Source: an optimization exercise on an open RTL-to-GDS flow (aim: small area). Production flows keep margins and buffers that such runs may drop.
Only simulation tests tie the RTL to the original design; equivalence was not proved.
Power figures rest on the tool's default switching activity, not on a simulated workload.

==> job 2084 <==
==> flow/design.v (excerpt) <==
module top (
    input clk,
    input rst,
    output [5:0] led,
    output uartTx,
    input uartRx,
    input btn
);
clock: 10.0 ns
lec_check: 0
abc_area: 1
cap_margin: 20
core_margin: 2
core_utilization: 40
slew_margin: 20
standard.sh (not shown) runs the stock make flow with config.mk's settings and CLKGATE_MAP_FILE= SYNTH_SCRIPT=/design/flow/synth_recipe.tcl, a recipe that flattens the netlist after the stock synthesis.
==> flow/flow/run.sh <==
#!/bin/bash
# Standard ORFS layout, with the combinational logic of the standard synthesis re-mapped by an
# area-oriented ABC script (flow/area.abc) before floorplanning. Registers are left untouched.
set -euo pipefail
W=$(pwd)
R=$W/orfs/results/$FLOW_PLATFORM/top/base
LIB=$FLOW_HOME/platforms/$FLOW_PLATFORM/lib/sky130_fd_sc_hd__tt_025C_1v80.lib

bash standard.sh synth > $W/standard_synth.log 2>&1
cp $R/1_2_yosys.v $W/1_2_yosys.std.v
REMAP_LIB=$LIB REMAP_NET=$W/1_2_yosys.std.v REMAP_ABC=$W/flow/area.abc \
  REMAP_STAT=$W/remap_stat.txt REMAP_OUT=$W/1_2_yosys.remap.v \
  yosys -c $W/flow/remap.tcl > $W/remap.log 2>&1
cp $W/1_2_yosys.remap.v $R/1_2_yosys.v
rm -f $R/1_synth.odb $R/1_synth.sdc
bash standard.sh > $W/standard_finish.log 2>&1
==> flow/flow/area.abc <==
strash
dch -f
map -a
topo
==> flow/flow/remap.tcl <==
# Re-map the combinational logic of the standard synthesis with an area-oriented ABC script.
# Registers (and every other sequential cell) are kept as they are, under their names.
set lib $::env(REMAP_LIB)
set net $::env(REMAP_NET)
set script $::env(REMAP_ABC)
yosys read_liberty -ignore_miss_func $lib
yosys read_verilog $net
yosys hierarchy -top top
yosys setattr -mod -set keep_hierarchy 1 =sky130_fd_sc_hd__df*
yosys flatten
yosys opt -purge
yosys abc -script $script -liberty $lib -dont_use *lpflow* -dont_use *probe*
yosys opt_clean -purge
yosys hilomap -singleton -hicell sky130_fd_sc_hd__conb_1 HI -locell sky130_fd_sc_hd__conb_1 LO
yosys insbuf -buf sky130_fd_sc_hd__buf_4 A X
yosys splitnets
yosys opt_clean -purge
yosys tee -o $::env(REMAP_STAT) stat -liberty $lib
yosys write_verilog -noattr -noexpr -nohex -nodec -selected $::env(REMAP_OUT).full
yosys select top
yosys write_verilog -noattr -noexpr -nohex -nodec -selected $::env(REMAP_OUT)
==> job 7610: changes against job 2084 <==
--- a/flow/design.v
+++ b/flow/design.v
@@ -11,16 +11,16 @@
 localparam R_W4  = 4'b0010;   
 localparam R_W4G = 4'b0011;   
 localparam R_W8  = 4'b0100;   
 localparam R_P8  = 4'b0101;   
 localparam R_ST  = 4'b0110;   
 localparam R_P4  = 4'b0111;   
-localparam [11:0] R_T = 12'h288;    
-localparam [11:0] R_M = 12'hff8;    
-localparam [11:0] R_A = 12'h03d;    
-localparam [11:0] R_B = 12'h67f;    
+localparam [11:0] R_T = 12'h059;    
+localparam [11:0] R_M = 12'h7ef;    
+localparam [11:0] R_A = 12'h75b;    
+localparam [11:0] R_B = 12'h000;    
 reg [3:0] r_st;
 reg [11:0] r_cnt;
 reg r_err;
 reg r_mc;    
 reg r_a;     
 reg r_o;     
@@ -85,13 +85,13 @@
     end
 end
 always @(posedge clk) begin
     if (r_wait || r_hit)
         r_cnt <= r_wait ? R_A : R_B;
     else
-        r_cnt <= {r_cnt[10:0], r_cnt[11] ^ r_cnt[0]};
+        r_cnt <= {~r_cnt[10:0], r_cnt[11] ^ r_cnt[0]};
 end
 always @(posedge clk) begin
     if (r_st == R_ST) begin
         r_mc <= 1'b1;
         r_a <= 1'b1;
         r_o <= 1'b0;
@@ -113,17 +113,17 @@
 localparam U_INIT0 = 4'b0001;   
 localparam U_WAIT3 = 4'b0010;   
 localparam U_INIT3 = 4'b0011;   
 localparam U_INIT2 = 4'b0100;   
 localparam U_START = 4'b0101;   
 localparam U_STOP  = 4'b0110;   
-localparam [11:0] U_T  = 12'h288;
-localparam [11:0] U_M  = 12'hff8;
-localparam [11:0] U_S0 = 12'h67f;
-localparam [11:0] S4   = 12'h7fb;
-localparam [11:0] S4_M = 12'h004;
+localparam [11:0] U_T  = 12'h059;
+localparam [11:0] U_M  = 12'h7ef;
+localparam [11:0] U_S0 = 12'h000;
+localparam [11:0] S4   = 12'h00c;
+localparam [11:0] S4_M = 12'h006;
 reg [3:0] u_st;
 reg [11:0] u_cnt;
 reg [3:0] rc;      
 reg out;
 wire t_send = (t_st == T_SENDQ) || (t_st == T_SENDA);
 wire msg_q = (t_st == T_SENDQ);
@@ -209,13 +209,13 @@
     end
 end
 always @(posedge clk) begin
     if (!u_active || u_hit)
         u_cnt <= U_S0;
     else
-        u_cnt <= {u_cnt[10:0], u_cnt[11] ^ u_cnt[0]};
+        u_cnt <= {~u_cnt[10:0], u_cnt[11] ^ u_cnt[0]};
 end
 always @(posedge clk) begin
     if (rst || !t_send)
         rc <= 4'd0;
     else if (u_init && req)
         rc <= rc + 4'd1;
--- a/flow/flow/run.sh
+++ b/flow/flow/run.sh
@@ -10,7 +10,7 @@
 cp $R/1_2_yosys.v $W/1_2_yosys.std.v
 REMAP_LIB=$LIB REMAP_NET=$W/1_2_yosys.std.v REMAP_ABC=$W/flow/area.abc \
   REMAP_STAT=$W/remap_stat.txt REMAP_OUT=$W/1_2_yosys.remap.v \
   yosys -c $W/flow/remap.tcl > $W/remap.log 2>&1
 cp $W/1_2_yosys.remap.v $R/1_2_yosys.v
 rm -f $R/1_synth.odb $R/1_synth.sdc
-bash standard.sh > $W/standard_finish.log 2>&1
+bash standard.sh "BUFFER_PORTS_ARGS=-buffer_cell sky130_fd_sc_hd__buf_1" finish > $W/standard_finish.log 2>&1
==> flow/flow/area.abc (replaced) <==
strash
&get -n
&deepsyn -T 20
&put
dch -f
amap
topo
- CAP_MARGIN: 20 -> 0
- CTS_BUF_LIST: not set -> sky130_fd_sc_hd__clkbuf_8
- CTS_CLUSTER_DIAMETER: not set -> 200
- CTS_CLUSTER_SIZE: not set -> 50
- SLEW_MARGIN: 20 -> 0
==> flow_metrics.env <==
export IMPL_powerDensity_mw_per_mm2=141
export IMPL_met1_usage_pct=23.5
export IMPL_crit_path_top_delay_cell="dfxtp_1"
export IMPL_vias=2033
export IMPL_clk_latency_ps=310
export IMPL_r2r_end="rc[3]$_SDFFE_PP0P_"
export IMPL_status="timing/DRC/antenna clean"
export IMPL_p_total_uw=336
export IMPL_rows=26
export IMPL_wl_met2_mm=1.94
export IMPL_n_fill_cell=535
export IMPL_first_iter_violations=132
export IMPL_fin_skew_ps=5.25
export IMPL_taps=70
export IMPL_p_switching_uw=82.2
export IMPL_nNetsFinal=311
export IMPL_vdd_drop_max_mv=0.0927
Source of the figures above: job 7610

==> flow_metrics.env <==
export IMPL_status="timing/DRC/antenna clean"
export IMPL_crit_path_top_delay_cell="clkdlybuf4s50_1"
export IMPL_powerDensity_mw_per_mm2=198
export IMPL_met1_usage_pct=24.3
export IMPL_vdd_drop_max_mv=0.0736
export IMPL_taps=75
export IMPL_n_fill_cell=583
export IMPL_rows=28
export IMPL_clk_latency_ps=300
Source of the figures above: job 2084


==> wip/violet: inputs <==
==> flow/design.v <==
module top (
    input clk,
    input rst,
    output [5:0] led,
    output uartTx,
    input uartRx,
    input btn
);
localparam R_W1  = 4'b0000;   
localparam R_W2  = 4'b0001;   
localparam R_W4  = 4'b0010;   
localparam R_W4G = 4'b0011;   
localparam R_W8  = 4'b0100;   
localparam R_P8  = 4'b0101;   
localparam R_ST  = 4'b0110;   
localparam R_P4  = 4'b0111;   
localparam [11:0] R_T = 12'h059;    
localparam [11:0] R_M = 12'h7ef;    
localparam [11:0] R_A = 12'h75b;    
localparam [11:0] R_B = 12'h000;    
reg [3:0] r_st;
reg [11:0] r_cnt;
reg r_err;
reg r_mc;    
reg r_a;     
reg r_o;     
wire r_wait = (r_st[3:2] == 2'b00) || (r_st == R_W8);
wire r_hit = ((r_cnt ^ R_T) & R_M) == 12'd0;
wire new_rx = (r_st == R_W4G);
localparam T_INIT  = 3'd0;
localparam T_LOADQ = 3'd1;
localparam T_SENDQ = 3'd2;
localparam T_RECV  = 3'd3;
localparam T_CMP   = 3'd4;
localparam T_LOADA = 3'd5;
localparam T_SENDA = 3'd6;
reg [2:0] t_st;
reg [2:0] k;       
reg pc;            
reg old_btn;
wire [1:0] j = (t_st == T_RECV) ? k[1:0] : 2'd0;
reg pbit;
always @* begin
    case ({j, r_st[2:0]})
        5'b00_000: pbit = 1'b1; 5'b00_001: pbit = 1'b0; 5'b00_010: pbit = 1'b0; 5'b00_011: pbit = 1'b0;
        5'b00_100: pbit = 1'b1; 5'b00_101: pbit = 1'b1; 5'b00_110: pbit = 1'b0; 5'b00_111: pbit = 1'b0;
        5'b01_000: pbit = 1'b1; 5'b01_001: pbit = 1'b0; 5'b01_010: pbit = 1'b0; 5'b01_011: pbit = 1'b0;
        5'b01_100: pbit = 1'b0; 5'b01_101: pbit = 1'b1; 5'b01_110: pbit = 1'b1; 5'b01_111: pbit = 1'b0;
        5'b10_000: pbit = 1'b0; 5'b10_001: pbit = 1'b1; 5'b10_010: pbit = 1'b0; 5'b10_011: pbit = 1'b0;
        5'b10_100: pbit = 1'b1; 5'b10_101: pbit = 1'b1; 5'b10_110: pbit = 1'b0; 5'b10_111: pbit = 1'b0;
        5'b11_000: pbit = 1'b0; 5'b11_001: pbit = 1'b1; 5'b11_010: pbit = 1'b0; 5'b11_011: pbit = 1'b0;
        5'b11_100: pbit = 1'b0; 5'b11_101: pbit = 1'b0; 5'b11_110: pbit = 1'b1; 5'b11_111: pbit = 1'b0;
    endcase
end
always @(posedge clk) begin
    if (rst) begin
        r_st <= R_W1;
        r_err <= 1'b0;
    end else begin
        case (r_st)
            R_W1, R_W2, R_W4, R_W4G, R_W8:
                r_st <= uartRx ? R_W2 : R_ST;
            R_ST:
                if (r_hit) begin
                    if (uartRx) begin
                        r_st <= R_P8;
                        r_err <= 1'b1;
                    end else
                        r_st <= 4'b1000;
                end
            R_P4:
                if (r_hit) begin
                    r_st <= (uartRx && !r_err) ? R_W4G : R_W4;
                    r_err <= !uartRx;
                end
            R_P8:
                if (r_hit) begin
                    r_st <= R_W8;
                    r_err <= !uartRx;
                end
            default:   
                if (r_hit)
                    r_st <= (r_st[2:0] == 3'd7) ? R_P4 : r_st + 4'd1;
        endcase
    end
end
always @(posedge clk) begin
    if (r_wait || r_hit)
        r_cnt <= r_wait ? R_A : R_B;
    else
        r_cnt <= {~r_cnt[10:0], r_cnt[11] ^ r_cnt[0]};
end
always @(posedge clk) begin
    if (r_st == R_ST) begin
        r_mc <= 1'b1;
        r_a <= 1'b1;
        r_o <= 1'b0;
    end else if (r_st[3] && r_hit) begin
        r_mc <= r_mc & (uartRx ~^ pbit);
        r_a <= r_a & uartRx;
        case (r_st[2:0])
            3'd5: r_o <= uartRx;
            3'd6: r_o <= uartRx ? !r_a : r_o;
            3'd7: r_o <= uartRx ? 1'b0 : r_o;
            default: r_o <= r_o;
        endcase
    end
end
assign led[5:2] = (r_st == R_W1) ? 4'b0001 :
                  (r_st == R_W2) ? 4'b0010 :
                  (r_st == R_W8 || r_st == R_P8) ? 4'b1000 : 4'b0100;
localparam U_WAIT0 = 4'b0000;   
localparam U_INIT0 = 4'b0001;   
localparam U_WAIT3 = 4'b0010;   
localparam U_INIT3 = 4'b0011;   
localparam U_INIT2 = 4'b0100;   
localparam U_START = 4'b0101;   
localparam U_STOP  = 4'b0110;   
localparam [11:0] U_T  = 12'h059;
localparam [11:0] U_M  = 12'h7ef;
localparam [11:0] U_S0 = 12'h000;
localparam [11:0] S4   = 12'h00c;
localparam [11:0] S4_M = 12'h006;
reg [3:0] u_st;
reg [11:0] u_cnt;
reg [3:0] rc;      
reg out;
wire t_send = (t_st == T_SENDQ) || (t_st == T_SENDA);
wire msg_q = (t_st == T_SENDQ);
wire last = msg_q ? (rc == 4'd12) : pc ? (rc == 4'd9) : (rc == 4'd7);
wire req = t_send && !last;
wire u_active = (u_st == U_START) || (u_st == U_STOP) || u_st[3];
wire u_init = (u_st == U_INIT0) || (u_st == U_INIT2) || (u_st == U_INIT3);
wire u_hit = ((u_cnt ^ U_T) & U_M) == 12'd0;
wire tx_idle = (u_st == U_START) && (((u_cnt ^ S4) & S4_M) == 12'd0) && last;
reg [6:0] rom;
always @* begin
    case ({msg_q, pc, rc})
            6'b110000: rom = 7'h20;
            6'b110001: rom = 7'h45;
            6'b110010: rom = 7'h6e;
            6'b110011: rom = 7'h74;
            6'b110100: rom = 7'h65;
            6'b110101: rom = 7'h72;
            6'b110110: rom = 7'h20;
            6'b110111: rom = 7'h50;
            6'b111000: rom = 7'h61;
            6'b111001: rom = 7'h73;
            6'b111010: rom = 7'h73;
            6'b111011: rom = 7'h3a;
            6'b111100: rom = 7'h20;
            6'b100000: rom = 7'h20;
            6'b100001: rom = 7'h45;
            6'b100010: rom = 7'h6e;
            6'b100011: rom = 7'h74;
            6'b100100: rom = 7'h65;
            6'b100101: rom = 7'h72;
            6'b100110: rom = 7'h20;
            6'b100111: rom = 7'h50;
            6'b101000: rom = 7'h61;
            6'b101001: rom = 7'h73;
            6'b101010: rom = 7'h73;
            6'b101011: rom = 7'h3a;
            6'b101100: rom = 7'h20;
            6'b010000: rom = 7'h20;
            6'b010001: rom = 7'h43;
            6'b010010: rom = 7'h6f;
            6'b010011: rom = 7'h72;
            6'b010100: rom = 7'h72;
            6'b010101: rom = 7'h65;
            6'b010110: rom = 7'h63;
            6'b010111: rom = 7'h74;
            6'b011000: rom = 7'h21;
            6'b011001: rom = 7'h20;
            6'b000000: rom = 7'h20;
            6'b000001: rom = 7'h57;
            6'b000010: rom = 7'h72;
            6'b000011: rom = 7'h6f;
            6'b000100: rom = 7'h6e;
            6'b000101: rom = 7'h67;
            6'b000110: rom = 7'h21;
            6'b000111: rom = 7'h20;
        default: rom = 7'h20;
    endcase
end
always @(posedge clk) begin
    if (rst) begin
        u_st <= U_WAIT0;
        out <= 1'b1;
    end else begin
        case (u_st)
            U_WAIT0: if (req) u_st <= U_INIT0;
            U_WAIT3: if (req) u_st <= U_INIT3;
            U_INIT0, U_INIT2, U_INIT3:
                u_st <= req ? U_START : U_WAIT3;
            U_START: begin
                out <= 1'b0;
                if (u_hit) u_st <= 4'b1000;
            end
            U_STOP: begin
                out <= 1'b1;
                if (u_hit) u_st <= U_INIT2;
            end
            default: begin
                out <= (u_st[2:0] == 3'd7) ? 1'b0 : rom[u_st[2:0]];
                if (u_hit) u_st <= (u_st[2:0] == 3'd7) ? U_STOP : u_st + 4'd1;
            end
        endcase
    end
end
always @(posedge clk) begin
    if (!u_active || u_hit)
        u_cnt <= U_S0;
    else
        u_cnt <= {~u_cnt[10:0], u_cnt[11] ^ u_cnt[0]};
end
always @(posedge clk) begin
    if (rst || !t_send)
        rc <= 4'd0;
    else if (u_init && req)
        rc <= rc + 4'd1;
end
assign uartTx = out;
assign led[1:0] = (u_st == U_WAIT0 || u_st == U_INIT0) ? 2'b00 :
                  (u_st == U_WAIT3 || u_st == U_INIT3) ? 2'b11 : 2'b10;
always @(posedge clk) begin
    if (rst) begin
        t_st <= T_INIT;
        k <= 3'd0;
        pc <= 1'b0;
        old_btn <= 1'b1;
    end else begin
        old_btn <= btn;
        case (t_st)
            T_INIT: begin
                k <= 3'd0;
                if (old_btn && !btn) t_st <= T_LOADQ;
            end
            T_LOADQ: begin
                k <= k + 3'd1;
                if (k == 3'd7) t_st <= T_SENDQ;
            end
            T_SENDQ:
                if (tx_idle) begin
                    t_st <= T_RECV;
                    pc <= 1'b1;
                end
            T_RECV: begin
                if (new_rx) begin
                    if (r_o) begin
                        k <= k + 3'd1;
                        if (!k[2]) pc <= pc & r_mc;
                    end else
                        t_st <= T_INIT;
                end
                if (k[2]) t_st <= T_CMP;
            end
            T_CMP: begin
                k <= 3'd0;
                t_st <= T_LOADA;
            end
            T_LOADA: begin
                k <= k + 3'd1;
                if (k == 3'd7) t_st <= T_SENDA;
            end
            T_SENDA:
                if (tx_idle) t_st <= T_INIT;
            default: t_st <= T_INIT;
        endcase
    end
end
endmodule
==> flow/flow/run.sh <==
#!/bin/bash
# Standard ORFS layout, with the combinational logic of the standard synthesis re-mapped by an
# area-oriented ABC script (flow/area.abc) before floorplanning. Registers are left untouched.
# flow/make_args holds extra make variables for the layout steps, one per line.
set -euo pipefail
W=$(pwd)
R=$W/orfs/results/$FLOW_PLATFORM/top/base
LIB=$FLOW_HOME/platforms/$FLOW_PLATFORM/lib/sky130_fd_sc_hd__tt_025C_1v80.lib

bash standard.sh synth > $W/standard_synth.log 2>&1
cp $R/1_2_yosys.v $W/1_2_yosys.std.v
REMAP_LIB=$LIB REMAP_NET=$W/1_2_yosys.std.v REMAP_ABC=$W/flow/area.abc \
  REMAP_STAT=$W/remap_stat.txt REMAP_OUT=$W/1_2_yosys.remap.v \
  yosys -c $W/flow/remap.tcl > $W/remap.log 2>&1
cp $W/1_2_yosys.remap.v $R/1_2_yosys.v
rm -f $R/1_synth.odb $R/1_synth.sdc
ARGS=()
if [[ -f $W/flow/make_args ]]; then
  while IFS= read -r line; do [[ -n "$line" ]] && ARGS+=("$line"); done < $W/flow/make_args
fi
bash standard.sh "${ARGS[@]}" finish > $W/standard_finish.log 2>&1
==> flow/flow/area.abc <==
strash
&get -n
&deepsyn -T 20
&put
dch -f
amap
topo
==> flow/flow/make_args <==
BUFFER_PORTS_ARGS=-buffer_cell sky130_fd_sc_hd__buf_1
CTS_ARGS=-repair_clock_nets -dont_use_dummy_load -root_buf sky130_fd_sc_hd__clkbuf_16 -buf_list sky130_fd_sc_hd__clkbuf_16
==> flow/flow/remap.tcl <==
# Re-map the combinational logic of the standard synthesis with an area-oriented ABC script.
# Registers (and every other sequential cell) are kept as they are, under their names.
set lib $::env(REMAP_LIB)
set net $::env(REMAP_NET)
set script $::env(REMAP_ABC)
yosys read_liberty -ignore_miss_func $lib
yosys read_verilog $net
yosys hierarchy -top top
yosys setattr -mod -set keep_hierarchy 1 =sky130_fd_sc_hd__df*
yosys flatten
yosys opt -purge
yosys abc -script $script -liberty $lib -dont_use *lpflow* -dont_use *probe*
yosys opt_clean -purge
yosys hilomap -singleton -hicell sky130_fd_sc_hd__conb_1 HI -locell sky130_fd_sc_hd__conb_1 LO
yosys insbuf -buf sky130_fd_sc_hd__buf_4 A X
yosys splitnets
yosys opt_clean -purge
yosys tee -o $::env(REMAP_STAT) stat -liberty $lib
yosys write_verilog -noattr -noexpr -nohex -nodec -selected $::env(REMAP_OUT).full
yosys select top
yosys write_verilog -noattr -noexpr -nohex -nodec -selected $::env(REMAP_OUT)
==> flow/standard.sh <==
#!/bin/bash
# synth_recipe.tcl (not shown) runs the flow's synth.tcl, then flattens the netlist and writes it again
# the make line also repeats each setting of config.mk as NAME=value (left out here)
make -C /OpenROAD-flow-scripts/flow DESIGN_CONFIG=/design/flow/config.mk WORK_HOME=/design/flow/orfs CLKGATE_MAP_FILE= SYNTH_SCRIPT=/design/flow/synth_recipe.tcl "${@:-finish}"
==> flow/config.mk <==
export PLATFORM = sky130hd
export DESIGN_NAME = top
export DESIGN_NICKNAME = top
export VERILOG_FILES = /design/flow/design.v
export SDC_FILE = /design/flow/constraint.sdc
export NUM_CORES = 4
export LEC_CHECK = 0
export ABC_AREA = 1
export CAP_MARGIN = 0
export CORE_MARGIN = 2
export CORE_UTILIZATION = 40
export SLEW_MARGIN = 0
==> flow/constraint.sdc <==
create_clock -name core_clock -period 10.0 [get_ports {clk}]
set_input_delay 2.0000 -clock core_clock [delete_from_list [all_inputs] [get_ports {clk}]]
set_output_delay 2.0000 -clock core_clock [all_outputs]
set_load 0.01 [all_outputs]
==> inputs of wip/tundra, as changes to wip/violet <==
--- a/flow/design.v
+++ b/flow/design.v
@@ -15,8 +15,8 @@
 localparam R_ST  = 4'b0110;   
 localparam R_P4  = 4'b0111;   
-localparam [11:0] R_T = 12'h059;    
-localparam [11:0] R_M = 12'h7ef;    
-localparam [11:0] R_A = 12'h75b;    
-localparam [11:0] R_B = 12'h000;    
+localparam [11:0] R_T = 12'h288;    
+localparam [11:0] R_M = 12'hff8;    
+localparam [11:0] R_A = 12'h03d;    
+localparam [11:0] R_B = 12'h67f;    
 reg [3:0] r_st;
 reg [11:0] r_cnt;
@@ -89,5 +89,5 @@
         r_cnt <= r_wait ? R_A : R_B;
     else
-        r_cnt <= {~r_cnt[10:0], r_cnt[11] ^ r_cnt[0]};
+        r_cnt <= {r_cnt[10:0], r_cnt[11] ^ r_cnt[0]};
 end
 always @(posedge clk) begin
@@ -117,9 +117,9 @@
 localparam U_START = 4'b0101;   
 localparam U_STOP  = 4'b0110;   
-localparam [11:0] U_T  = 12'h059;
-localparam [11:0] U_M  = 12'h7ef;
-localparam [11:0] U_S0 = 12'h000;
-localparam [11:0] S4   = 12'h00c;
-localparam [11:0] S4_M = 12'h006;
+localparam [11:0] U_T  = 12'h288;
+localparam [11:0] U_M  = 12'hff8;
+localparam [11:0] U_S0 = 12'h67f;
+localparam [11:0] S4   = 12'h7fb;
+localparam [11:0] S4_M = 12'h004;
 reg [3:0] u_st;
 reg [11:0] u_cnt;
@@ -213,5 +213,5 @@
         u_cnt <= U_S0;
     else
-        u_cnt <= {~u_cnt[10:0], u_cnt[11] ^ u_cnt[0]};
+        u_cnt <= {u_cnt[10:0], u_cnt[11] ^ u_cnt[0]};
 end
 always @(posedge clk) begin
==> flow/run.sh (new file) <==
#!/bin/bash
# synth_recipe.tcl (not shown) runs the flow's synth.tcl, then flattens the netlist and writes it again
# the make line also repeats each setting of config.mk as NAME=value (left out here)
make -C /OpenROAD-flow-scripts/flow DESIGN_CONFIG=/design/flow/config.mk WORK_HOME=/design/flow/orfs CLKGATE_MAP_FILE= SYNTH_SCRIPT=/design/flow/synth_recipe.tcl finish
- ABC_AREA: 1 -> default
- CAP_MARGIN: 0 -> 20
- SLEW_MARGIN: 0 -> 20
removed: flow/flow/run.sh
removed: flow/flow/area.abc
removed: flow/flow/make_args
removed: flow/flow/remap.tcl
removed: flow/standard.sh
==> comparison table <==
| quantity | wip/violet | wip/tundra |
|---|---|---|
| Outcome | timing/DRC/antenna clean | timing/DRC/antenna clean |
| Synth Cell Area | 2170 um2 | 3060 um2 |
| Worst Reg2Reg Path Length in Cells | 16 | 6 |
| First-pass GRT wire length | 8180 um | 11600 um |
| Placed wire-length estimate after detailed placement | 3350 um | 4850 um |
| Average routed wire per standard cell | 12.3 um | 14.3 um |
| Number of placed instances with taps included | 370 | 465 |
| Overall fraction of global-route tracks in use | 0.167 | 0.165 |
| Worst setup margin | 6450 ps | 5840 ps |
| ClkCell Share | 0.0516 | 0.0264 |
| Count of non-CTS inverters in the layout | 34 | 22 |
| Fraction of power consumed by combinational cells | 0.048 | 0.432 |
| Avg Inst Size Synth | 7.50 um2 | 8.11 um2 |
| RR Startpoint | t_st[0] | u_st[0] |
| Tot Pwr | 0.000372 W | 0.000643 W |
| Nets in the synthesized netlist | 293 | 400 |
| CTS root buffer | sky130_fd_sc_hd__clkbuf_16 | sky130_fd_sc_hd__clkbuf_8 |
| Count of buffers not belonging to the clock network in the layout | 11 | 10 |
| Floorplan die area | 6020 um2 | 8360 um2 |
| Gate count after technology mapping | 289 | 377 |
| Critical Path Sink | led[3] | led[0] |
| Met3 routed WL | 235 um | 264 um |
| Non-filler instance count after layout | 375 | 473 |
| Setup slack of the most critical reg-to-reg path | 7130 ps | 7570 ps |
| Met3 Use GR | 0.0349 | 0.0282 |
| Worst relative slew slack | 0.620 | 0.469 |
| Origin of the worst setup path | r_st[0] | u_st[0] |

afterwards: timing with drivers on the ports:
In the flow no input, the clock included, has a driving cell. The finished layouts below were timed again as built, in two steps.
Step 1, drivers: a clkbuf_16 drives clk and a buf_2 each remaining input, both assumed.
Step 2 adds t to the input delays and takes it off the output delays; t is the mean of the earliest and latest rising clock arrival at the registers after step 1. Input paths then give back, and output paths get back, about the clock's delay inside the block.
Three values: ideal ports, drivers, drivers and shift; two values: the first two.
run | shift t [ns] | setup slack, ns | worst setup path at the end | clock arrival spread, ns
job 2084 | 0.332 | 6.136 / 6.104 / 6.435 | register to output | 0.004 / 0.005
job 7610 | 0.332 | 6.429 / 6.400 / 6.725 | input to register | 0.005 / 0.005
wip/violet | 0.310 | 6.446 / 6.414 / 6.724 | register to output | 0.012 / 0.011
wip/tundra | 0.322 | 5.837 / 5.809 / 6.131 | register to output | 0.014 / 0.014
After both steps every run listed still meets setup and hold.
